From an optimization exercise on the open Yosys and OpenROAD flow, aimed at small area; shortcuts taken in it are not production practice. Only simulation tests tie the RTL to the original design; equivalence was not proved. Power figures rest on the tool's default switching activity, not on a simulated workload.

## flow/design.v (module list and top-level ports; edited modules follow where they fit)
// module cf_hdmi: 818 lines
module cf_hdmi (
  hdmi_clk,
  rst,
  hdmi_vsync,
  hdmi_hsync,
  hdmi_data_e,
  hdmi_data,
  hdmi_fs_toggle,
  hdmi_raddr_g,
  hdmi_tpm_oos,
  mem_raddr,
  mem_rdata,
  vdma_fs_ret_toggle,
  vdma_fs_waddr,
  up_enable,
  up_tpg_enable,
  up_csc_bypass,
  up_hs_width,
  up_hs_count,
  up_hs_de_min,
  up_hs_de_max,
  up_vs_width,
  up_vs_count,
  up_vs_de_min,
  up_vs_de_max,
  up_cp_en,
  up_cp);
  // ...
==> flow/flow/run.sh <==
#!/bin/bash
# Own layout flow: the standard synthesis; an inverter polarity clean-up
# of its netlist around the full and half adders (flow/polopt.py); an
# area-oriented re-mapping of the other gates with ABC (flow/remap.ys,
# flip-flops and adders kept with their names and cells); then the standard flow's
# standard layout with the port buffers made from the smallest buffer cell
# and a clock tree with larger sink clusters and no dummy loads. Each step's
# full output goes to its own log file in the work folder.
set -euo pipefail
R=orfs/results/sky130hd/cf_hdmi/base
YOSYS=${YOSYS_EXE:-$FLOW_HOME/../tools/install/yosys/bin/yosys}
LIB=$FLOW_HOME/platforms/sky130hd/lib/sky130_fd_sc_hd__tt_025C_1v80.lib
bash standard.sh synth > flow_synth.log 2>&1
cp $R/1_2_yosys.v flow_1_2_yosys_standard.v
python3 flow/polopt.py flow_1_2_yosys_standard.v flow_1_2_yosys_pol.v > flow_polopt.log 2>&1
sed "s#LIBFILE#$LIB#g" flow/remap.ys > flow_remap.ys
$YOSYS -s flow_remap.ys > flow_remap.log 2>&1
python3 flow/fixnet.py flow_remap_all.v $R/1_2_yosys.v > flow_fixnet.log 2>&1
rm -f $R/1_synth.odb $R/1_synth.sdc
bash standard.sh synth > flow_synth_odb.log 2>&1
bash standard.sh "BUFFER_PORTS_ARGS=-buffer_cell sky130_fd_sc_hd__buf_1" \
  "CTS_ARGS=-sink_clustering_enable -repair_clock_nets -dont_use_dummy_load -sink_clustering_size 9 -sink_clustering_max_diameter 45 -buf_list sky130_fd_sc_hd__clkbuf_4" \
  finish > flow_layout.log 2>&1
==> flow/flow/abc_area_map.script <==
strash
dch -f
amap -F 2 -A 4
topo
==> flow/flow/fixnet.py <==
#!/usr/bin/env python3
"""Take module cf_hdmi out of a yosys netlist and fold the
'assign PORT = {nets};' aliases into the port names."""
import re, sys
t = open(sys.argv[1]).read()
m = re.search(r'^module cf_hdmi\(.*?^endmodule\n', t, re.S | re.M)
mod = m.group(0)
# port bit widths
ports = {}
for d, rng, names in re.findall(r'^\s*(input|output)\s+(\[\d+:\d+\]\s+)?([^;]+);', mod, re.M):
    for nm in names.split(','):
        nm = nm.strip()
        if rng:
            hi, lo = map(int, re.findall(r'\d+', rng))
            ports[nm] = (hi, lo)
        else:
            ports[nm] = None
alias = {}
def parts(rhs):
    rhs = rhs.strip()
    if rhs.startswith('{'):
        rhs = rhs[1:-1]
    out = []
    for p in re.findall(r'\\\S+|[\w$]+(?:\s*\[\d+\])?', rhs):
        out.append(p.strip())
    return out
for lhs, rhs in re.findall(r'^\s*assign\s+(\S+)\s*=\s*(.*?);\s*$', mod, re.M):
    ps = parts(rhs)
    if ports.get(lhs) is not None:
        hi, lo = ports[lhs]
        bits = [f"{lhs}[{i}]" for i in range(hi, lo - 1, -1)]
    else:
        bits = [lhs]
    assert len(bits) == len(ps), (lhs, rhs)
    for b, p in zip(bits, ps):
        alias[p] = b
mod = re.sub(r'^\s*assign\s+.*?;\s*\n', '', mod, flags=re.M)
# drop wire declarations of aliased nets
lines = []
for ln in mod.split('\n'):
    mm = re.match(r'^\s*wire\s+(?:\[\d+:\d+\]\s+)?(\\\S+|\S+)\s*;\s*$', ln)
    if mm and mm.group(1) in alias:
        continue
    lines.append(ln)
mod = '\n'.join(lines)
# rename: token pattern for escaped ids (terminated by whitespace) and plain ids
cnt = [0]
names = {}
def ren(mo):
    tok = mo.group(0)
    key = tok.strip()
    if key in alias:
        return alias[key] + (' ' if tok.endswith(' ') else '')
    return tok
mod = re.sub(r'\\\S+ ', ren, mod)
mod = re.sub(r'(?<![\w\\$.])[A-Za-z_][\w$]*(?:\[\d+\])?', ren, mod)
open(sys.argv[2], 'w').write(mod)
==> flow/flow/polopt.py <==
#!/usr/bin/env python3
"""Inverter polarity optimisation of a mapped sky130hd netlist (yosys output).

A full adder computes the same sums and carries, all inverted, from all-inverted
inputs: FA(~a,~b,~c) = ~FA(a,b,c). The netlist's inverters are taken out,
every signal becomes a (net, polarity) pair, and a polarity flip is chosen
for each full adder so that as few nets as possible are needed in both
polarities; then one inverter is put back for each such net. A half adder
may also be rebuilt from an XOR/XNOR and an AND/NAND gate when that lets one
of its outputs be used inverted. Flip-flops, ports and all other cells are
left as they are.

usage: polopt.py IN.v OUT.v
"""
import re, sys, collections

OUT_PINS = {"X", "Y", "Q", "Q_N", "COUT", "SUM", "HI", "LO"}
INV_RE = re.compile(r"^sky130_fd_sc_hd__(inv|clkinv)_\d+$")
FA = "sky130_fd_sc_hd__fa_1"

src = open(sys.argv[1]).read()
m = re.search(r"^\s*sky130_fd_sc_hd__", src, re.M)
head = src[:m.start()]
body = src[m.start():src.rindex("endmodule")]
cell_re = re.compile(r"(sky130_fd_sc_hd__\w+)\s+(\S+)\s*\((.*?)\);", re.S)
pin_re = re.compile(r"\.(\w+)\(([^()]*)\)")
cells = []
for cm in cell_re.finditer(body):
    typ, name, pins = cm.group(1), cm.group(2), cm.group(3)
    cells.append([typ, name, [(p, n.strip()) for p, n in pin_re.findall(pins)]])
# nothing but cells in the body
rest = cell_re.sub("", body).strip()
assert rest == "", rest[:200]

# ports
outputs = set()
for d, rng, names in re.findall(r"^\s*(input|output)\s+(\[\d+:\d+\]\s+)?([^;]+);", head, re.M):
    for nm in names.split(","):
        nm = nm.strip()
        if d == "output":
            if rng:
                hi, lo = map(int, re.findall(r"\d+", rng))
                for i in range(lo, hi + 1):
                    outputs.add(f"{nm}[{i}]")
            else:
                outputs.add(nm)

driver = {}
for c in cells:
    for p, n in c[2]:
        if p in OUT_PINS:
            driver[n] = c
# removable inverters: those not driving a port
removable = set()
for c in cells:
    if INV_RE.match(c[0]):
        y = dict(c[2])["Y"]
        if y not in outputs:
            removable.add(c[1])

def resolve(n):
    p = 0
    while True:
        c = driver.get(n)
        if c is None or c[1] not in removable:
            return n, p
        n = dict(c[2])["A"]
        p ^= 1

# consumers: (cell index or None for port, pin) -> (base, pol)
cons = []          # list of [cellidx, pin, base, pol]
for i, c in enumerate(cells):
    if c[1] in removable:
        continue
    for j, (p, n) in enumerate(c[2]):
        if p in OUT_PINS:
            continue
        if not n or n.startswith("1'") or n.startswith("1 '"):
            continue
        b, pol = resolve(n)
        cons.append([i, j, b, pol])
fa_idx = [i for i, c in enumerate(cells) if c[0] == FA]
HA = "sky130_fd_sc_hd__ha_1"
ha_idx = [i for i, c in enumerate(cells) if c[0] == HA]
flip = collections.defaultdict(int)
fa_of_base = {}
for i in fa_idx:
    for p, n in cells[i][2]:
        if p in OUT_PINS:
            fa_of_base[n] = i
hflip = collections.defaultdict(int)
ha_of_base = {}
for i in ha_idx:
    for p, n in cells[i][2]:
        if p in ("SUM", "COUT"):
            ha_of_base[n] = (i, p)
INV_AREA = 3.7536
def ha_cost(i):
    ps, pc = hflip[(i, "SUM")], hflip[(i, "COUT")]
    if ps == 0 and pc == 0:
        return 0.0
    if pc == 1:
        return 0.0          # xor2/xnor2 + nand2 = ha_1's area
    return 2.5024 / INV_AREA  # xnor2 + and2
by_base = collections.defaultdict(list)
for k, (i, j, b, pol) in enumerate(cons):
    by_base[b].append(k)
fa_inputs = collections.defaultdict(list)
for k, (i, j, b, pol) in enumerate(cons):
    if cells[i][0] == FA:
        fa_inputs[i].append(k)

def shift(b):
    if b in fa_of_base:
        return flip[fa_of_base[b]]
    if b in ha_of_base:
        return hflip[ha_of_base[b]]
    return 0

def need(b):
    s = shift(b)
    for k in by_base[b]:
        i, j, _, pol = cons[k]
        x = flip[i] if cells[i][0] == FA else 0
        if pol ^ x ^ s:
            return 1
    return 0

def affected(f):
    bs = set()
    for p, n in cells[f][2]:
        if p in OUT_PINS:
            bs.add(n)
    for k in fa_inputs[f]:
        bs.add(cons[k][2])
    return bs

import random, math
random.seed(1)
aff = {f: affected(f) for f in fa_idx}
moves = [("fa", f) for f in fa_idx] + [("ha", (i, p)) for i in ha_idx for p in ("SUM", "COUT")]
def toggle(mv):
    if mv[0] == "fa":
        flip[mv[1]] ^= 1
    else:
        hflip[mv[1]] ^= 1
def delta(mv):
    if mv[0] == "fa":
        bs = aff[mv[1]]; extra = lambda: 0.0
    else:
        i, p = mv[1]
        bs = [dict(cells[i][2])[p]]; extra = lambda: ha_cost(i)
    old = sum(need(b) for b in bs) + extra()
    toggle(mv)
    new = sum(need(b) for b in bs) + extra()
    toggle(mv)
    return new - old
def total():
    return sum(need(b) for b in by_base) + sum(ha_cost(i) for i in ha_idx)
cur = total()
best = cur; bestflip = (dict(flip), dict(hflip))
T = 2.0
for it in range(300000):
    mv = random.choice(moves)
    d = delta(mv)
    if d <= 0 or random.random() < math.exp(-d / T):
        toggle(mv)
        cur += d
        if cur < best - 1e-9:
            best = cur; bestflip = (dict(flip), dict(hflip))
    T = max(0.05, T * 0.99998)
flip.clear(); flip.update(bestflip[0]); hflip.clear(); hflip.update(bestflip[1])
# final greedy
improved = True
while improved:
    improved = False
    for mv in moves:
        if delta(mv) < -1e-9:
            toggle(mv); improved = True
ninv_orig = len(removable)

# rewrite
newwires = []
invnet = {}
def inv_of(b):
    if b not in invnet:
        nn = f"_polinv{len(invnet)}_"
        invnet[b] = nn
        newwires.append(nn)
    return invnet[b]
for k, (i, j, b, pol) in enumerate(cons):
    s = shift(b)
    x = flip[i] if cells[i][0] == FA else 0
    p, _ = cells[i][2][j]
    cells[i][2][j] = (p, inv_of(b) if (pol ^ x ^ s) else b)
out = [head.rstrip("\n") + "\n"]
for w in newwires:
    out.append(f"  wire {w};\n")
def q(n):
    return n + " " if n.startswith(chr(92)) else n
nha = 0
for i in ha_idx:
    ps, pc = hflip[(i, "SUM")], hflip[(i, "COUT")]
    if ps == 0 and pc == 0:
        continue
    c = cells[i]; pd = dict(c[2])
    a, b2 = q(pd["A"]), q(pd["B"])
    if ps:
        out.append(f"  sky130_fd_sc_hd__xnor2_1 {c[1][:-1] if c[1].endswith('_') else c[1]}_s_ (\n    .A({a}),\n    .B({b2}),\n    .Y({q(pd['SUM'])})\n  );\n")
    else:
        out.append(f"  sky130_fd_sc_hd__xor2_1 {c[1][:-1] if c[1].endswith('_') else c[1]}_s_ (\n    .A({a}),\n    .B({b2}),\n    .X({q(pd['SUM'])})\n  );\n")
    if pc:
        out.append(f"  sky130_fd_sc_hd__nand2_1 {c[1][:-1] if c[1].endswith('_') else c[1]}_c_ (\n    .A({a}),\n    .B({b2}),\n    .Y({q(pd['COUT'])})\n  );\n")
    else:
        out.append(f"  sky130_fd_sc_hd__and2_1 {c[1][:-1] if c[1].endswith('_') else c[1]}_c_ (\n    .A({a}),\n    .B({b2}),\n    .X({q(pd['COUT'])})\n  );\n")
    c[1] = None
    nha += 1
for c in cells:
    if c[1] is None or c[1] in removable:
        continue
    pins = ",\n".join(f"    .{p}({n + ' ' if n.startswith(chr(92)) else n})" for p, n in c[2])
    out.append(f"  {c[0]} {c[1]} (\n{pins}\n  );\n")
for k, (b, nn) in enumerate(invnet.items()):
    bb = b + " " if b.startswith(chr(92)) else b
    out.append(f"  sky130_fd_sc_hd__inv_1 _polinvcell{k}_ (\n    .A({bb}),\n    .Y({nn})\n  );\n")
out.append("endmodule\n")
open(sys.argv[2], "w").write("".join(out))
print(f"inverters: {ninv_orig} removable, {len(invnet)} after; full adders flipped: {sum(flip[f] for f in fa_idx)} of {len(fa_idx)}; half adders rebuilt: {nha} of {len(ha_idx)}")
==> flow/flow/remap.ys <==
# Re-map the netlist's gates other than flip-flops, full and half adders for
# area (ABC's amap); those cells are kept as they are, with their names, and
# so are the gates of the colour conversion (the input cone of csc_4), whose
# timing is tight.
read_liberty -ignore_miss_func LIBFILE
read_verilog flow_1_2_yosys_pol.v
hierarchy -top cf_hdmi
setattr -mod -set keep_hierarchy 1 sky130_fd_sc_hd__fa_1 sky130_fd_sc_hd__ha_1 sky130_fd_sc_hd__dfxtp_1 sky130_fd_sc_hd__edfxtp_1
select -set ffcsc c:csc_4*
select -set cone @ffcsc %ci1 %ci*:-sky130_fd_sc_hd__dfxtp_1,sky130_fd_sc_hd__edfxtp_1 @ffcsc %d
setattr -set keep_hierarchy 1 @cone
select -clear
flatten
opt_clean -purge
abc -liberty LIBFILE -dont_use sky130_fd_sc_hd__lpflow_bleeder_1 -dont_use sky130_fd_sc_hd__lpflow_clkbufkapwr_1 -dont_use sky130_fd_sc_hd__lpflow_clkbufkapwr_16 -dont_use sky130_fd_sc_hd__lpflow_clkbufkapwr_2 -dont_use sky130_fd_sc_hd__lpflow_clkbufkapwr_4 -dont_use sky130_fd_sc_hd__lpflow_clkbufkapwr_8 -dont_use sky130_fd_sc_hd__lpflow_clkinvkapwr_1 -dont_use sky130_fd_sc_hd__lpflow_clkinvkapwr_16 -dont_use sky130_fd_sc_hd__lpflow_clkinvkapwr_2 -dont_use sky130_fd_sc_hd__lpflow_clkinvkapwr_4 -dont_use sky130_fd_sc_hd__lpflow_clkinvkapwr_8 -dont_use sky130_fd_sc_hd__lpflow_decapkapwr_12 -dont_use sky130_fd_sc_hd__lpflow_decapkapwr_3 -dont_use sky130_fd_sc_hd__lpflow_decapkapwr_4 -dont_use sky130_fd_sc_hd__lpflow_decapkapwr_6 -dont_use sky130_fd_sc_hd__lpflow_decapkapwr_8 -dont_use sky130_fd_sc_hd__lpflow_inputiso0n_1 -dont_use sky130_fd_sc_hd__lpflow_inputiso0p_1 -dont_use sky130_fd_sc_hd__lpflow_inputiso1n_1 -dont_use sky130_fd_sc_hd__lpflow_inputiso1p_1 -dont_use sky130_fd_sc_hd__lpflow_inputisolatch_1 -dont_use sky130_fd_sc_hd__lpflow_isobufsrc_1 -dont_use sky130_fd_sc_hd__lpflow_isobufsrc_16 -dont_use sky130_fd_sc_hd__lpflow_isobufsrc_2 -dont_use sky130_fd_sc_hd__lpflow_isobufsrc_4 -dont_use sky130_fd_sc_hd__lpflow_isobufsrc_8 -dont_use sky130_fd_sc_hd__lpflow_isobufsrckapwr_16 -dont_use sky130_fd_sc_hd__lpflow_lsbuf_lh_hl_isowell_tap_1 -dont_use sky130_fd_sc_hd__lpflow_lsbuf_lh_hl_isowell_tap_2 -dont_use sky130_fd_sc_hd__lpflow_lsbuf_lh_hl_isowell_tap_4 -dont_use sky130_fd_sc_hd__lpflow_lsbuf_lh_isowell_4 -dont_use sky130_fd_sc_hd__lpflow_lsbuf_lh_isowell_tap_1 -dont_use sky130_fd_sc_hd__lpflow_lsbuf_lh_isowell_tap_2 -dont_use sky130_fd_sc_hd__lpflow_lsbuf_lh_isowell_tap_4 -dont_use sky130_fd_sc_hd__probe_p_8 -dont_use sky130_fd_sc_hd__probec_p_8  -script flow/abc_area_map.script -D 5000
opt_clean -purge
splitnets
opt_clean -purge
write_verilog -noattr -noexpr -selected flow_remap_all.v
==> flow/standard.sh <==
#!/bin/bash
# synth_recipe.tcl (not shown) runs the flow's synth.tcl, then flattens the netlist and writes it again
# the make line also repeats each setting of config.mk as NAME=value (left out here)
make -C /OpenROAD-flow-scripts/flow DESIGN_CONFIG=/design/flow/config.mk WORK_HOME=/design/flow/orfs CLKGATE_MAP_FILE= SYNTH_SCRIPT=/design/flow/synth_recipe.tcl "${@:-finish}"
==> flow/config.mk <==
export PLATFORM = sky130hd
export DESIGN_NAME = cf_hdmi
export DESIGN_NICKNAME = cf_hdmi
export VERILOG_FILES = /design/flow/design.v
export SDC_FILE = /design/flow/constraint.sdc
export NUM_CORES = 4
export LEC_CHECK = 0
export ABC_AREA = 1
export CAP_MARGIN = 20
export CORE_MARGIN = 2
export CORE_UTILIZATION = 40
export PLACE_DENSITY = 0.6
export SLEW_MARGIN = 20
==> flow/constraint.sdc <==
create_clock -name core_clock -period 5.0 [get_ports {hdmi_clk}]
set_input_delay 1.0000 -clock core_clock [delete_from_list [all_inputs] [get_ports {hdmi_clk}]]
set_output_delay 1.0000 -clock core_clock [all_outputs]
set_load 0.01 [all_outputs]
==> results by group, run 1 <==
Finish
  – Non-clock buffer count: 306
  – Clk tree area frac: 2.37%
  – Max reg flops: 176
  – Biggest register: od

Floorplanning
  – Row cnt: 90
  – Die height: 252 um

Timing
  – Period utilization: 89.0%
  – Fin. Hold Viols: 0
  – Rel. slew slack: 39.8%
  – TNS Setup: 0 ns
  – Final setup fails: 0
  – Max Clk Rate: 225 MHz

Status
  – Run status: finished clean

Setup path
  – Crit-path max FO: 15
  – Cell repeated most along the worst path: clkinv_1
  – Critical setup path kind: reg -> reg
  – CP startpoint: vs_count[3]
  – CP Depth: 22

Min path
  – HP Class: in -> reg

Power and ir drop
  – Sequential Power Share: 54.1%
  – Tot Pwr: 11.6 mW

CTS
  – Clock-pin slew of the registers on the worst-case setup and hold paths: 0.09 ns
  – H-tree depth: 3
  – CTS root buffer: clkbuf_4
  – Number of CTS-inserted buffers: 87

Route
  – Highest Signal Layer: met5
  – DRC Markers: 0

GRT
  – First-pass GRT wire length: 90.3 mm

Placement
  – IO Port Bufs: 254

Yosys
  – Syn_nets: 2470
==> run 2, diff against run 1 <==
--- a/flow/flow/run.sh
+++ b/flow/flow/run.sh
@@ -20,4 +20,4 @@
 bash standard.sh synth > flow_synth_odb.log 2>&1
 bash standard.sh "BUFFER_PORTS_ARGS=-buffer_cell sky130_fd_sc_hd__buf_1" \
-  "CTS_ARGS=-sink_clustering_enable -repair_clock_nets -dont_use_dummy_load -sink_clustering_size 9 -sink_clustering_max_diameter 45 -buf_list sky130_fd_sc_hd__clkbuf_4" \
+  "CTS_ARGS=-sink_clustering_enable -repair_clock_nets -dont_use_dummy_load -sink_clustering_size 12 -sink_clustering_max_diameter 50 -buf_list sky130_fd_sc_hd__clkbuf_4" \
   finish > flow_layout.log 2>&1
==> flow/flow/abc_area_map.script (replaced) <==
strash
dch
amap
topo
stime -c
--- a/flow/config.mk
+++ b/flow/config.mk
@@ -6,5 +6,4 @@
 export NUM_CORES = 4
 export LEC_CHECK = 0
-export ABC_AREA = 1
 export CAP_MARGIN = 20
 export CORE_MARGIN = 2
==> run 2 against run 1 <==
Effect of this change: synthesized cell count increased by 1.6%; global-route usage increased by 1.9 points; non-clock buffer count increased by 9; cell count increased by 2.7%; die area increased by 1.9%; clock power decreased by 4%; clock skew increased by 0.075 ns; via count increased by 3.4%; setup slack got worse by 0.16 ns; sequential cell count unchanged; critical endpoint is now vs_count[3].
==> results by group, run 2 <==
Timing
  – Worst Clk Skew: 0.160 ns (was 0.0849 ns)
  – Rel. slew slack: 33.2% (was 39.8%)
  – Period utilization: 92.2% (was 89.0%)
  – Fin. Hold Viols: 0 (unchanged)
  – Worst slew pin tran: 0.999 ns (was 0.898 ns)
  – Max Clk Rate: 217 MHz (was 225 MHz)
  – Final setup fails: 0 (unchanged)
  – Max-slew violation count: 0 (unchanged)
  – Final min period: 4.61 ns (was 4.45 ns)

Power and ir drop
  – Clock share of power: 19.0% (was 19.8%)
  – NetSw: 3.53 mW (was 3.47 mW)
  – Combinational fraction of design power: 27.0% (was 26.0%)
  – PD cells: 415 nW/um2 (was 420 nW/um2)
  – VDD IR max: 0.280 mV (was 0.271 mV)
  – Sw frac: 30.3% (was 29.9%)
  – Internal: 8.13 mW (about the same)
  – Leak: 10.3 nW (was 9.97 nW)
  – Sequential Power Share: 54.1% (about the same)

Placement
  – IO Port Bufs: 254 (unchanged)
  – Post-Place Cells: 3208 (was 3110)
  – DPL Wire Length: 48.9 mm (was 42.6 mm)
  – Final GP Congestion: 0.901 (was 0.905)

CTS
  – Clock buffer depth: 3 (unchanged)
  – CTS root buffer: clkbuf_4 (unchanged)
  – H-tree depth: 3 (unchanged)
  – Number of CTS-inserted buffers: 75 (was 87)
  – Clock latency at the later pin of the worst-skew pair: 0.86 ns (was 0.83 ns)
  – Clk sinks: 618 (unchanged)
  – Clock-pin slew of the registers on the worst-case setup and hold paths: 0.12 ns (was 0.09 ns)
  – Post-CTS setup buffers: 0 (unchanged)
  – CTS tree: done (unchanged)

GRT
  – Vias in the first global route: 17.5k (was 17.2k)
  – GRT Util Overall: 20.3% (was 18.4%)
  – First-pass GRT wire length: 99.1 mm (was 90.3 mm)
  – Grt ovf: 0 (unchanged)
  – Initial antenna violation count: 13 (was 6)
  – Largest net degree at the start of global routing: 54 (was 70)

Finish
  – Biggest regs: od: 176 flops, sc: 26 flops (unchanged)
  – Multi-input gate area: 10500 um2 (was 10100 um2)
  – Most common cell after layout, fill and taps aside: dfxtp_1 (unchanged)
  – Fillcell total: 5758 (was 5686)
  – Final Instance Count excl. Fillers: 3293 (was 3205)
  – Most frequent cells in the layout: dfxtp_1 (464), buf_1 (253), nor2_1 (193) (was dfxtp_1 (464), buf_1 (253), nand2_1 (187))
  – Max reg flops: 176 (unchanged)
  – Layout Utilization: 45.5% (was 45.6%)
  – Area Growth Syn to Fin: 12.2% (was 12.4%)
  – Biggest register: od (unchanged)
  – Share of layout cells above drive strength 1: 5.81% (was 6.21%)
  – Final net count: 2922 (was 2865)
  – Sequential cell area: 13900 um2 (unchanged)

Setup path
  – WP data arrival: 5.42 ns (was 5.19 ns)
  – Crit-path max FO: 9 (was 15)
  – CP bufs+invs: 6 (unchanged)
  – Crit path max-delay family: simple AND/OR/NAND/NOR gates (unchanged)
  – Crit path largest cell delay: 0.43 ns (was 0.37 ns)
  – Worst Setup End Kind: flip-flop (unchanged)
  – Startpoint types: flip-flop (unchanged)
  – Critical setup path kind: reg -> reg (unchanged)
  – CP required: 5.81 ns (was 5.74 ns)
  – Worst-path cell chain: clkinv_1 -> nor4_2 -> clkinv_1 -> nor2_1 -> clkinv_1 -> or3_1 -> nor2_1 -> nor2_1 -> a21oi_1 -> and2_0 -> a21o_1 -> nor3_1 -> nor3_1 -> nor2_1 -> a2111oi_1 -> buf_4 -> clkinv_1 -> nor2_1 -> clkinv_1 -> o32a_1 -> o21ai_0 (was clkinv_1 -> nor3_1 -> clkinv_1 -> nor3_1 -> clkinv_1 -> nor3_1 -> nand2_1 -> nor2_1 -> clkinv_1 -> nor3_1 -> clkinv_1 -> o22ai_1 -> a21boi_0 -> nor2_1 -> a21o_1 -> o21a_1 -> a221oi_1 -> o21ai_0 -> a41oi_1 -> a31o_1 -> buf_4 -> o32ai_1)
  – Critical path's slowest cell: nor4_2 (was nor3_1)

Floorplanning
  – Row cnt: 91 (was 90)
  – Chip Width: 254 um (was 252 um)
  – I/O Pins: 255 (unchanged)
  – Die Area: 64600 um2 (was 63400 um2)
  – Core box area: 61800 um2 (was 60600 um2)
  – Die height: 254 um (was 252 um)
  – Initial Utilization: 40.5% (was 40.6%)

Min path
  – HP Class: in -> reg (unchanged)

Route
  – Via density: 5.14 (was 5.11)
  – DRT Wirelength: 63.8 mm (was 56.2 mm)
  – DRC Markers: 0 (unchanged)
  – DR vias: 16.9k (was 16.4k)
  – DRT antenna net count: 0 (unchanged)
  – Iter 0 DRT Violations: 944 (was 856)
  – First-pass DRT Iterations: 5 (unchanged)
  – Drt wl/cell: 19.4 um (was 17.5 um)

Yosys
  – Post-Synthesis Cell Area: 25000 um2 (was 24600 um2)
  – Synth Area per Inst: 12.2 um2 (was 12.1 um2)
  – Yosys warning count: 3 (unchanged)
  – Mapped Cells: 2056 (was 2023)
  – Syn_nets: 2530 (was 2470)

Job
  – # Max-Cap Violations: 0 (unchanged)

Status
  – Run status: finished clean (unchanged)
## run 2: cell types whose count changed in the layout (fill, tap and decap cells not counted), sizes merged, moves of 25 or more
| cell | previous run | this run |
|---|---|---|
| a21oi | 95 | 69 |
| a22o | 7 | 43 |
| ha | 62 | 89 |
| nand2 | 187 | 108 |
| nor2 | 149 | 196 |
| o21ai | 104 | 78 |
| o22a | 37 | 12 |
## run 2: cell type report
cell class,instances,share of cell area (%)
sequential,618,49.5
multi-input combinational,1266,37.4
timing repair buffer,315,5.02
tap,837,3.72
inverter,172,2.30
clock buffer,75,2.00
antenna,10,0.0890
## run 2: worst paths after layout
path                 end  slack, ns  cells after the start        startpoint
max          vs_count[3]       0.39                     21       vs_count[4]
min          fs_waddr[2]       0.20                      1  vdma_fs_waddr[2]
max reg2reg  vs_count[3]       0.39                     21       vs_count[4]
min reg2reg     csc_5[8]       0.27                      0          csc_4[8]
## run 2: worst register-to-register path: cells and delay by family (launching register included)
kind,cells,cell delay [ns]
AND/OR/NAND/NOR,10,1.92
AO/OA/AOI/OAI,5,1.12
buffers and inverters,6,1.09
flip-flops,1,0.41
## run 2: power groups by stage
stage	logic, mW	registers [mW]	clock network, mW
6_report	3.14	6.30	2.21
3_3_place_gp	3.10	6.43	0
4_1_cts	3.18	6.33	2.32
3_5_place_dp	3.15	6.43	0
2_1_floorplan	2.24	6.34	0
5_1_grt	3.60	6.39	2.51
## run 2: metal layers
metal | global-route usage [%] | vias to the layer above | part of all wire, %
li1 | - | 8092 | -
met1 | 25.2 | 8201 | 43
met2 | 35.0 | 489 | 49
met3 | 4.65 | 125 | 5.6
met4 | 6.34 | 12 | 2.7
met5 | 0 | - | 0.12
## run 2: per-stage QoR
step | hold WS (ns) | setup slack [ns] | power (mW) | instance area, um2 | setup TNS (ns)
finish | 0.202 | 0.391 | 11.7 | 28100 | 0
detailed placement | 0.312 | 0.377 | 9.59 | 27500 | 0
CTS | 0.123 | 0.353 | 11.8 | 28100 | 0
global route | 0.117 | -0.00945 | 12.5 | 28100 | -0.00945
floorplan | 0.310 | 0.171 | 8.58 | 25100 | 0
global placement | 0.310 | 0.397 | 9.53 | 27500 | 0
## run 2: what timing repair did
action | 4_1_cts | 5_1_grt
resized for setup | 0 | 2
setup endpoints to repair | 0 | 20
hold buffers | 0 | 0
==> run 3, diff against run 2 <==
--- a/flow/flow/run.sh
+++ b/flow/flow/run.sh
@@ -6,5 +6,6 @@
 # standard layout with the port buffers made from the smallest buffer cell
 # and a clock tree with larger sink clusters and no dummy loads. Each step's
-# full output goes to its own log file in the work folder.
+# full output goes to its own log file in the work folder. The polarity
+# clean-up runs once more on the re-mapped netlist.
 set -euo pipefail
 R=orfs/results/sky130hd/cf_hdmi/base
@@ -16,8 +17,9 @@
 sed "s#LIBFILE#$LIB#g" flow/remap.ys > flow_remap.ys
 $YOSYS -s flow_remap.ys > flow_remap.log 2>&1
-python3 flow/fixnet.py flow_remap_all.v $R/1_2_yosys.v > flow_fixnet.log 2>&1
+python3 flow/fixnet.py flow_remap_all.v flow_remap.v > flow_fixnet.log 2>&1
+python3 flow/polopt.py flow_remap.v $R/1_2_yosys.v > flow_polopt2.log 2>&1
 rm -f $R/1_synth.odb $R/1_synth.sdc
 bash standard.sh synth > flow_synth_odb.log 2>&1
 bash standard.sh "BUFFER_PORTS_ARGS=-buffer_cell sky130_fd_sc_hd__buf_1" \
-  "CTS_ARGS=-sink_clustering_enable -repair_clock_nets -dont_use_dummy_load -sink_clustering_size 12 -sink_clustering_max_diameter 50 -buf_list sky130_fd_sc_hd__clkbuf_4" \
+  "CTS_ARGS=-sink_clustering_enable -repair_clock_nets -dont_use_dummy_load -sink_clustering_size 9 -sink_clustering_max_diameter 45 -buf_list sky130_fd_sc_hd__clkbuf_4" \
   finish > flow_layout.log 2>&1
==> flow/flow/abc_area_map.script (replaced) <==
strash
dch -f
amap -F 2 -A 4
topo
--- a/flow/config.mk
+++ b/flow/config.mk
@@ -6,4 +6,5 @@
 export NUM_CORES = 4
 export LEC_CHECK = 0
+export ABC_AREA = 1
 export CAP_MARGIN = 20
 export CORE_MARGIN = 2
==> run 3 against run 2 <==
Effect of this change: setup slack gained 0.18 ns; clock skew shrank 0.013 ns; sequential power is essentially flat; routed wire length shrank 11%; fmax grew 4.0%; sequential cell count is the same; worst hold slack gained 0.048 ns; largest cell class unchanged.
==> results by group, run 3 <==
Floorplanning
  – Die height: 252 um (was 254 um)
  – I/O Pins: 255 (unchanged)
  – Row cnt: 90 (was 91)
  – Chip Width: 252 um (was 254 um)
  – Core box area: 60600 um2 (was 61800 um2)
  – Die Area: 63400 um2 (was 64600 um2)
  – Initial Utilization: 40.6% (was 40.5%)

Route
  – Iter 0 DRT Violations: 1034 (was 944)
  – Via density: 5.14 (about the same)
  – First-pass DRT Iterations: 6 (was 5)
  – DRT antenna net count: 0 (unchanged)
  – Drt wl/cell: 17.7 um (was 19.4 um)
  – DR vias: 16.4k (was 16.9k)
  – DRC Markers: 0 (unchanged)
  – DRT Wirelength: 56.8 mm (was 63.8 mm)

Placement
  – IO Port Bufs: 254 (unchanged)
  – Pre-CTS WS: 0.400 ns (was 0.377 ns)
  – Final GP Congestion: 0.917 (was 0.901)
  – DPL Wire Length: 42.8 mm (was 48.9 mm)

GRT
  – Initial antenna violation count: 4 (was 13)
  – GRT Util Overall: 18.4% (was 20.3%)
  – Vias in the first global route: 17.2k (was 17.5k)
  – Largest net degree at the start of global routing: 113 (was 54)
  – First-pass GRT wire length: 90.7 mm (was 99.1 mm)
  – Grt ovf: 0 (unchanged)

CTS
  – Clock buffer depth: 3 (unchanged)
  – Cts hold-fix bufs: 0 (unchanged)
  – Clock latency at the later pin of the worst-skew pair: 0.88 ns (was 0.86 ns)
  – Post-CTS setup buffers: 0 (unchanged)
  – H-tree depth: 3 (unchanged)
  – Clk sinks: 618 (unchanged)
  – Post-CTS Resized: 0 (unchanged)
  – CTS tree: done (unchanged)
  – Number of CTS-inserted buffers: 88 (was 75)
  – Clock-pin slew of the registers on the worst-case setup and hold paths: 0.09 ns (was 0.12 ns)
  – CTS root buffer: clkbuf_4 (unchanged)

Job
  – # Max-Cap Violations: 0 (unchanged)

Finish
  – Most frequent cells in the layout: dfxtp_1 (464), buf_1 (253), nand2_1 (190) (was dfxtp_1 (464), buf_1 (253), nor2_1 (193))
  – Fillcell total: 5657 (was 5758)
  – Area Growth Syn to Fin: 12.2% (about the same)
  – Biggest regs: od: 176 flops, sc: 26 flops (unchanged)
  – Max reg flops: 176 (unchanged)
  – Biggest register: od (unchanged)
  – Layout Utilization: 45.5% (about the same)
  – Final net count: 2860 (was 2922)
  – Share of layout cells above drive strength 1: 6.09% (was 5.81%)
  – Multi-input gate area: 10100 um2 (was 10500 um2)
  – Most common cell after layout, fill and taps aside: dfxtp_1 (unchanged)
  – Sequential cell area: 13900 um2 (unchanged)

Setup path
  – Crit-path max FO: 15 (was 9)
  – Critical path's slowest cell: dfxtp_1 (was nor4_2)
  – Crit path largest cell delay: 0.39 ns (was 0.43 ns)
  – Worst Setup End Kind: flip-flop (unchanged)
  – R2R Setup Slk: 0.57 ns (was 0.39 ns)
  – Critical setup path kind: reg -> reg (unchanged)
  – R2R Path End: vs_count[7] (was vs_count[3])
  – CP startpoint: vs_count[1] (was vs_count[4])
  – Worst reg2reg path startpoint: vs_count[1] (was vs_count[4])
  – Worst-path cell chain: inv_1 -> nor3_2 -> inv_1 -> nor3_1 -> inv_1 -> nor3_1 -> inv_1 -> nor3_1 -> inv_1 -> nor3_1 -> o21ai_0 -> a221oi_1 -> o21bai_1 -> a21boi_0 -> nor2_1 -> a21o_1 -> o21a_1 -> a221oi_1 -> o21ai_0 -> a41oi_1 -> a31o_4 -> o32ai_1 (was clkinv_1 -> nor4_2 -> clkinv_1 -> nor2_1 -> clkinv_1 -> or3_1 -> nor2_1 -> nor2_1 -> a21oi_1 -> and2_0 -> a21o_1 -> nor3_1 -> nor3_1 -> nor2_1 -> a2111oi_1 -> buf_4 -> clkinv_1 -> nor2_1 -> clkinv_1 -> o32a_1 -> o21ai_0)
  – Startpoint types: flip-flop (unchanged)
  – Cell repeated most along the worst path: inv_1
  – Cell count of the worst reg-to-reg path: 22 (was 21)
  – CP required: 5.66 ns (was 5.81 ns)
  – WP data arrival: 5.10 ns (was 5.42 ns)
  – Critical path capture point: vs_count[7] (was vs_count[3])

Timing
  – Fin. Hold Viols: 0 (unchanged)
  – TNS Setup: 0 ns (unchanged)
  – Worst Clk Skew: 0.147 ns (was 0.160 ns)
  – Rel. slew slack: 33.0% (was 33.2%)
  – Final setup fails: 0 (unchanged)
  – Worst slew pin tran: 1.00 ns (was 0.999 ns)
  – Max-slew violation count: 0 (unchanged)
  – Period utilization: 88.7% (was 92.2%)
  – Worst hold slack: 0.250 ns (was 0.202 ns)
  – Max Clk Rate: 226 MHz (was 217 MHz)
  – Final min period: 4.43 ns (was 4.61 ns)
  – Final WS setup: 0.567 ns (was 0.391 ns)
  – Unrepaired setup endpoints after global routing: false

Power and ir drop
  – VDD IR max: 0.248 mV (was 0.280 mV)
  – PD cells: 421 nW/um2 (was 415 nW/um2)
  – Tot Pwr: 11.6 mW (was 11.7 mW)
  – Leak: 10.1 nW (was 10.3 nW)

Min path
  – HP Class: in -> reg (unchanged)

Yosys
  – Mapped Cells: 2025 (was 2056)
  – Syn_nets: 2468 (was 2530)
  – Synth Area per Inst: 12.1 um2 (was 12.2 um2)
  – Post-Synthesis Cell Area: 24600 um2 (was 25000 um2)
  – Yosys warning count: 3 (unchanged)

Status
  – Run status: finished clean (unchanged)
[run 3: layer usage]
layer	global-route usage, %	part of all wire (%)
met5	0	0.065
met2	31.2	49
met1	22.8	42
met3	4.60	6.4
met4	6.59	3.0
[run 3: how the worst min path moves through the flow]
stage                     slack [ns]        startpoint  cells past startpoint            to
after global placement          0.31             s1[0]                      0         s2[0]
after CTS                       0.14  vdma_fs_waddr[0]                      1   fs_waddr[0]
after floorplan                 0.31         csc_4[10]                      0     csc_5[10]
final                           0.25  vdma_fs_waddr[0]                      1   fs_waddr[0]
after global routing            0.16  vdma_fs_waddr[0]                      1   fs_waddr[0]
after detailed placement        0.31            d17[3]                      0  hdmi_data[3]
[run 3: power by group]
group	switching, mW	internal, mW	leakage [nW]
sequential	0.277	6.01	5.25
clock	1.52	0.806	0.405
combinational	1.68	1.32	4.40
total	3.48	8.14	10.1
[run 3: layout make-up]
class	instances	area share, %
antenna	2	0.0182
clock buffer	88	2.40
inverter	162	2.21
multi-input combinational	1245	36.5
sequential	618	50.5
tap	782	3.55
timing repair buffer	302	4.82
[run 3: stage by stage]
| stage | area (um2) | std cells |
|---|---|---|
| after detailed placement | 26900 | 3109 |
| after global routing | 27600 | 3198 |
| after CTS | 27500 | 3197 |
| after global placement | 26900 | 3109 |
| after floorplan | 24600 | 2025 |
| final | 27600 | 3199 |
[run 3: worst max-delay path: cells and delay by family (launching register included)]
family                 cells  cell delay, ns
flip-flops                 1            0.39
AND/OR/NAND/NOR            6            1.27
buffers and inverters      5            0.51
AO/OA/AOI/OAI             11            2.08
==> run 4, diff against run 3 <==
--- a/flow/flow/polopt.py
+++ b/flow/flow/polopt.py
@@ -6,8 +6,6 @@
 every signal becomes a (net, polarity) pair, and a polarity flip is chosen
 for each full adder so that as few nets as possible are needed in both
-polarities; then one inverter is put back for each such net. A half adder
-may also be rebuilt from an XOR/XNOR and an AND/NAND gate when that lets one
-of its outputs be used inverted. Flip-flops, ports and all other cells are
-left as they are.
+polarities; then one inverter is put back for each such net. Flip-flops,
+ports and all other cells are left as they are.
 
 usage: polopt.py IN.v OUT.v
@@ -181,9 +179,13 @@
 
 # rewrite
+# a prefix for the new nets and cells that the netlist does not use yet
+pfx = "_pol"
+while pfx in src:
+    pfx += "x"
 newwires = []
 invnet = {}
 def inv_of(b):
     if b not in invnet:
-        nn = f"_polinv{len(invnet)}_"
+        nn = f"{pfx}inv{len(invnet)}_"
         invnet[b] = nn
         newwires.append(nn)
@@ -207,11 +209,11 @@
     a, b2 = q(pd["A"]), q(pd["B"])
     if ps:
-        out.append(f"  sky130_fd_sc_hd__xnor2_1 {c[1][:-1] if c[1].endswith('_') else c[1]}_s_ (\n    .A({a}),\n    .B({b2}),\n    .Y({q(pd['SUM'])})\n  );\n")
-    else:
-        out.append(f"  sky130_fd_sc_hd__xor2_1 {c[1][:-1] if c[1].endswith('_') else c[1]}_s_ (\n    .A({a}),\n    .B({b2}),\n    .X({q(pd['SUM'])})\n  );\n")
+        out.append(f"  sky130_fd_sc_hd__xnor2_1 {pfx}ha{i}s_ (\n    .A({a}),\n    .B({b2}),\n    .Y({q(pd['SUM'])})\n  );\n")
+    else:
+        out.append(f"  sky130_fd_sc_hd__xor2_1 {pfx}ha{i}s_ (\n    .A({a}),\n    .B({b2}),\n    .X({q(pd['SUM'])})\n  );\n")
     if pc:
-        out.append(f"  sky130_fd_sc_hd__nand2_1 {c[1][:-1] if c[1].endswith('_') else c[1]}_c_ (\n    .A({a}),\n    .B({b2}),\n    .Y({q(pd['COUT'])})\n  );\n")
-    else:
-        out.append(f"  sky130_fd_sc_hd__and2_1 {c[1][:-1] if c[1].endswith('_') else c[1]}_c_ (\n    .A({a}),\n    .B({b2}),\n    .X({q(pd['COUT'])})\n  );\n")
+        out.append(f"  sky130_fd_sc_hd__nand2_1 {pfx}ha{i}c_ (\n    .A({a}),\n    .B({b2}),\n    .Y({q(pd['COUT'])})\n  );\n")
+    else:
+        out.append(f"  sky130_fd_sc_hd__and2_1 {pfx}ha{i}c_ (\n    .A({a}),\n    .B({b2}),\n    .X({q(pd['COUT'])})\n  );\n")
     c[1] = None
     nha += 1
@@ -223,5 +225,5 @@
 for k, (b, nn) in enumerate(invnet.items()):
     bb = b + " " if b.startswith(chr(92)) else b
-    out.append(f"  sky130_fd_sc_hd__inv_1 _polinvcell{k}_ (\n    .A({bb}),\n    .Y({nn})\n  );\n")
+    out.append(f"  sky130_fd_sc_hd__inv_1 {pfx}invcell{k}_ (\n    .A({bb}),\n    .Y({nn})\n  );\n")
 out.append("endmodule\n")
 open(sys.argv[2], "w").write("".join(out))
==> run 4 against run 3 <==
Effect of this change: first-iteration DRC count decreased by 11%; combinational power grew 2%; final area rose by 0.19%; critical path depth unchanged; sequential cell count unchanged; die area unchanged; utilization increased by 0.085 points; routed wire length up 0.57%; clock skew fell by 0.031 ns; critical path type unchanged; critical endpoint is now vs_count[5]; largest cell class unchanged.
==> results by group, run 4 <==
Setup path
  – Critical path's slowest cell: dfxtp_1 (unchanged)
  – Crit path max-delay family: compound AO/OA/AOI/OAI gates (unchanged)
  – Cell count of the worst reg-to-reg path: 22 (unchanged)
  – Worst Setup End Kind: flip-flop (unchanged)
  – Crit path largest cell delay: 0.41 ns (was 0.39 ns)
  – CP required: 5.71 ns (was 5.66 ns)
  – Cell repeated most along the worst path: inv_1 (unchanged)
  – Worst-path cell chain: inv_1 -> nor3_2 -> inv_1 -> nor3_1 -> inv_1 -> nor3_1 -> inv_1 -> nor3_1 -> inv_1 -> nor3_1 -> o21ai_0 -> a221oi_1 -> o21bai_1 -> a21boi_0 -> nor2_1 -> a21o_1 -> o21a_1 -> a221oi_1 -> o21ai_0 -> a41oi_2 -> a31o_2 -> o32ai_1 (was inv_1 -> nor3_2 -> inv_1 -> nor3_1 -> inv_1 -> nor3_1 -> inv_1 -> nor3_1 -> inv_1 -> nor3_1 -> o21ai_0 -> a221oi_1 -> o21bai_1 -> a21boi_0 -> nor2_1 -> a21o_1 -> o21a_1 -> a221oi_1 -> o21ai_0 -> a41oi_1 -> a31o_4 -> o32ai_1)
  – CP bufs+invs: 5 (unchanged)
  – Worst reg2reg path startpoint: vs_count[1] (unchanged)
  – Startpoint types: flip-flop (unchanged)
  – Crit-path max FO: 8 (was 15)
  – R2R Setup Slk: 0.55 ns (was 0.57 ns)
  – R2R Path End: vs_count[5] (was vs_count[7])
  – WP data arrival: 5.15 ns (was 5.10 ns)
  – Critical setup path kind: reg -> reg (unchanged)

GRT
  – Grt ovf: 0 (unchanged)
  – Met3 track demand over resource: 4.74% (was 4.60%)
  – GRT Util Overall: 18.3% (was 18.4%)
  – Grt met1 use: 22.5% (was 22.8%)
  – First-pass GRT wire length: 89.7 mm (was 90.7 mm)
  – Initial antenna violation count: 7 (was 4)
  – Met2 Track Usage GR: 31.2% (about the same)
  – Vias in the first global route: 17.3k (was 17.2k)
  – Most Crowded Layer GR: met2 (unchanged)
  – Largest net degree at the start of global routing: 113 (unchanged)

Timing
  – Final WS setup: 0.555 ns (was 0.567 ns)
  – Worst Clk Skew: 0.117 ns (was 0.147 ns)
  – Worst slew pin tran: 0.962 ns (was 1.00 ns)
  – Final setup fails: 0 (unchanged)
  – Period utilization: 88.9% (was 88.7%)
  – Max Clk Rate: 225 MHz (was 226 MHz)
  – Final min period: 4.45 ns (was 4.43 ns)
  – Rel. slew slack: 35.8% (was 33.0%)
  – Fin. Hold Viols: 0 (unchanged)
  – Worst hold slack: 0.256 ns (was 0.250 ns)
  – Max-slew violation count: 0 (unchanged)

Yosys
  – Synth Area per Inst: 12.1 um2 (unchanged)
  – Post-Synthesis Cell Area: 24600 um2 (unchanged)
  – Mapped Cells: 2025 (unchanged)
  – Yosys warning count: 3 (unchanged)
  – Syn_nets: 2468 (unchanged)

Placement
  – Pre-CTS WS: 0.368 ns (was 0.400 ns)
  – Post-Place Cells: 3112 (was 3109)
  – IO Port Bufs: 254 (unchanged)
  – Placed Area: 26900 um2 (about the same)
  – Final GP Congestion: 0.913 (was 0.917)
  – DPL Wire Length: 43.3 mm (was 42.8 mm)

Floorplanning
  – Row cnt: 90 (unchanged)
  – I/O Pins: 255 (unchanged)
  – Initial Utilization: 40.6% (unchanged)
  – Die height: 252 um (unchanged)
  – Core box area: 60600 um2 (unchanged)
  – Chip Width: 252 um (unchanged)
  – Die Area: 63400 um2 (unchanged)

Finish
  – Final net count: 2865 (was 2860)
  – Max reg flops: 176 (unchanged)
  – Biggest register: od (unchanged)
  – Fillcell total: 5671 (was 5657)
  – Most frequent cells in the layout: dfxtp_1 (464), buf_1 (253), nand2_1 (190) (unchanged)
  – Area Growth Syn to Fin: 12.4% (was 12.2%)
  – Final Instance Count excl. Fillers: 3206 (was 3199)
  – Share of layout cells above drive strength 1: 6.32% (was 6.09%)
  – Final Cell Area: 27600 um2 (about the same)
  – Biggest regs: od: 176 flops, sc: 26 flops (unchanged)
  – Most common cell after layout, fill and taps aside: dfxtp_1 (unchanged)

Route
  – DR vias: 16.6k (was 16.4k)
  – First-pass DRT Iterations: 5 (was 6)
  – DRT antenna net count: 0 (unchanged)
  – Via density: 5.17 (was 5.14)
  – DRT Wirelength: 57.1 mm (was 56.8 mm)
  – Drt wl/cell: 17.8 um (was 17.7 um)
  – Iter 0 DRT Violations: 922 (was 1034)
  – DRC Markers: 0 (unchanged)

Min path
  – Hold Startpoint: vdma_fs_waddr[0] (unchanged)
  – HP Class: in -> reg (unchanged)
  – Hold endpoint: fs_waddr[0] (unchanged)
  – Worst hold stages: 1 (unchanged)

CTS
  – H-tree depth: 3 (unchanged)
  – Clock buffer depth: 3 (unchanged)
  – Post-CTS setup buffers: 0 (unchanged)
  – CTS root buffer: clkbuf_4 (unchanged)
  – Cts hold-fix bufs: 0 (unchanged)
  – Number of CTS-inserted buffers: 89 (was 88)
  – Clock latency at the later pin of the worst-skew pair: 0.83 ns (was 0.88 ns)
  – Clk sinks: 618 (unchanged)
  – Clock-pin slew of the registers on the worst-case setup and hold paths: 0.10 ns (was 0.09 ns)
  – CTS tree: done (unchanged)
  – Post-CTS Resized: 0 (unchanged)

Job
  – # Max-Cap Violations: 0 (unchanged)

Power and ir drop
  – Leak: 10.1 nW (about the same)
  – VDD IR max: 0.254 mV (was 0.248 mV)
  – PD cells: 422 nW/um2 (was 421 nW/um2)

Status
  – Run status: finished clean (unchanged)
==> run 4: per-layer routing <==
| layer | share of wire (%) | up-vias |
|---|---|---|
| met5 | 0.061 | - |
| met4 | 3.1 | 6 |
| met3 | 6.7 | 134 |
| met2 | 49 | 517 |
| met1 | 42 | 7953 |
| li1 | - | 7963 |
==> run 4: worst max path at each step <==
stage,start,endpoint,slack (ns),cells after the start
floorplan,en_m2,bypass,0.82,2
global placement,vs_count[1],vs_count[11],0.47,24
detailed placement,vs_count[1],vs_count[0],0.37,22
CTS,vs_count[1],vs_count[10],0.32,22
global route,vs_count[1],vs_count[5],-0.02,22
finish,vs_count[1],vs_count[5],0.55,22
==> run 4: final cells by class <==
cell class	count	area, um2	area share, %
multi-input combinational	1246	10100	36.5
antenna	4	10.0	0.0362
inverter	162	608	2.20
tap	782	978	3.54
sequential	618	13900	50.4
timing repair buffer	305	1350	4.89
clock buffer	89	668	2.42
==> run 4: power breakdown <==
group	total, mW	internal [mW]	switching (mW)
logic	3.04	1.32	1.72
registers	6.29	6.01	0.273
clock network	2.32	0.815	1.51
total	11.6	8.15	3.50
==> run 4: metrics by stage <==
stage / total power, mW / utilization, % / setup TNS [ns]
CTS: 11.8 / 45.5 / 0
finish: 11.6 / 45.6 / 0
global route: 12.5 / 45.6 / -0.0626
floorplan: 8.58 / - / 0
detailed placement: 9.48 / 44.4 / 0
global placement: 9.35 / 44.4 / 0
==> run 4: worst reg2reg max path, cell delays in order (launching register included) <==
cell and delay (ns):
dfxtp_1 0.41, inv_1 0.17, nor3_2 0.25, inv_1 0.09, nor3_1 0.24, inv_1 0.10, nor3_1 0.25, inv_1 0.09
nor3_1 0.24, inv_1 0.10, nor3_1 0.25, o21ai_0 0.20, a221oi_1 0.32, o21bai_1 0.14, a21boi_0 0.18, nor2_1 0.07
a21o_1 0.15, o21a_1 0.10, a221oi_1 0.19, o21ai_0 0.13, a41oi_2 0.29, a31o_2 0.28, o32ai_1 0.11

## re-timing with driven ports
How much do the figures lean on ideal ports? The routed layouts below were timed once more, with nothing changed but the port constraints. Step 1 sets driving cells, clkbuf_16 on the clock port and buf_2 on the other inputs (assumed; they add their load-dependent delay and slew). Step 2 moves the port delays by t, midway between the first and last clock arrival at a register: inputs arrive t later, outputs are due t later. That takes back most of the time a late clock gives input paths. a / b / c = ideal / step 1 / step 2; a / b = the first two.
run	t, ns	setup slack, ns	worst slew at a driven data input, ns	cell pins on the clock port's net
run 1	0.855	0.552 / 0.552 / 0.552	0.11	1
run 2	0.847	0.391 / 0.391 / 0.391	0.13	1
run 3	0.863	0.567 / 0.567 / 0.567	0.12	1
run 4	0.835	0.555 / 0.555 / 0.555	0.11	1
After both steps setup and hold are still met in every run listed.
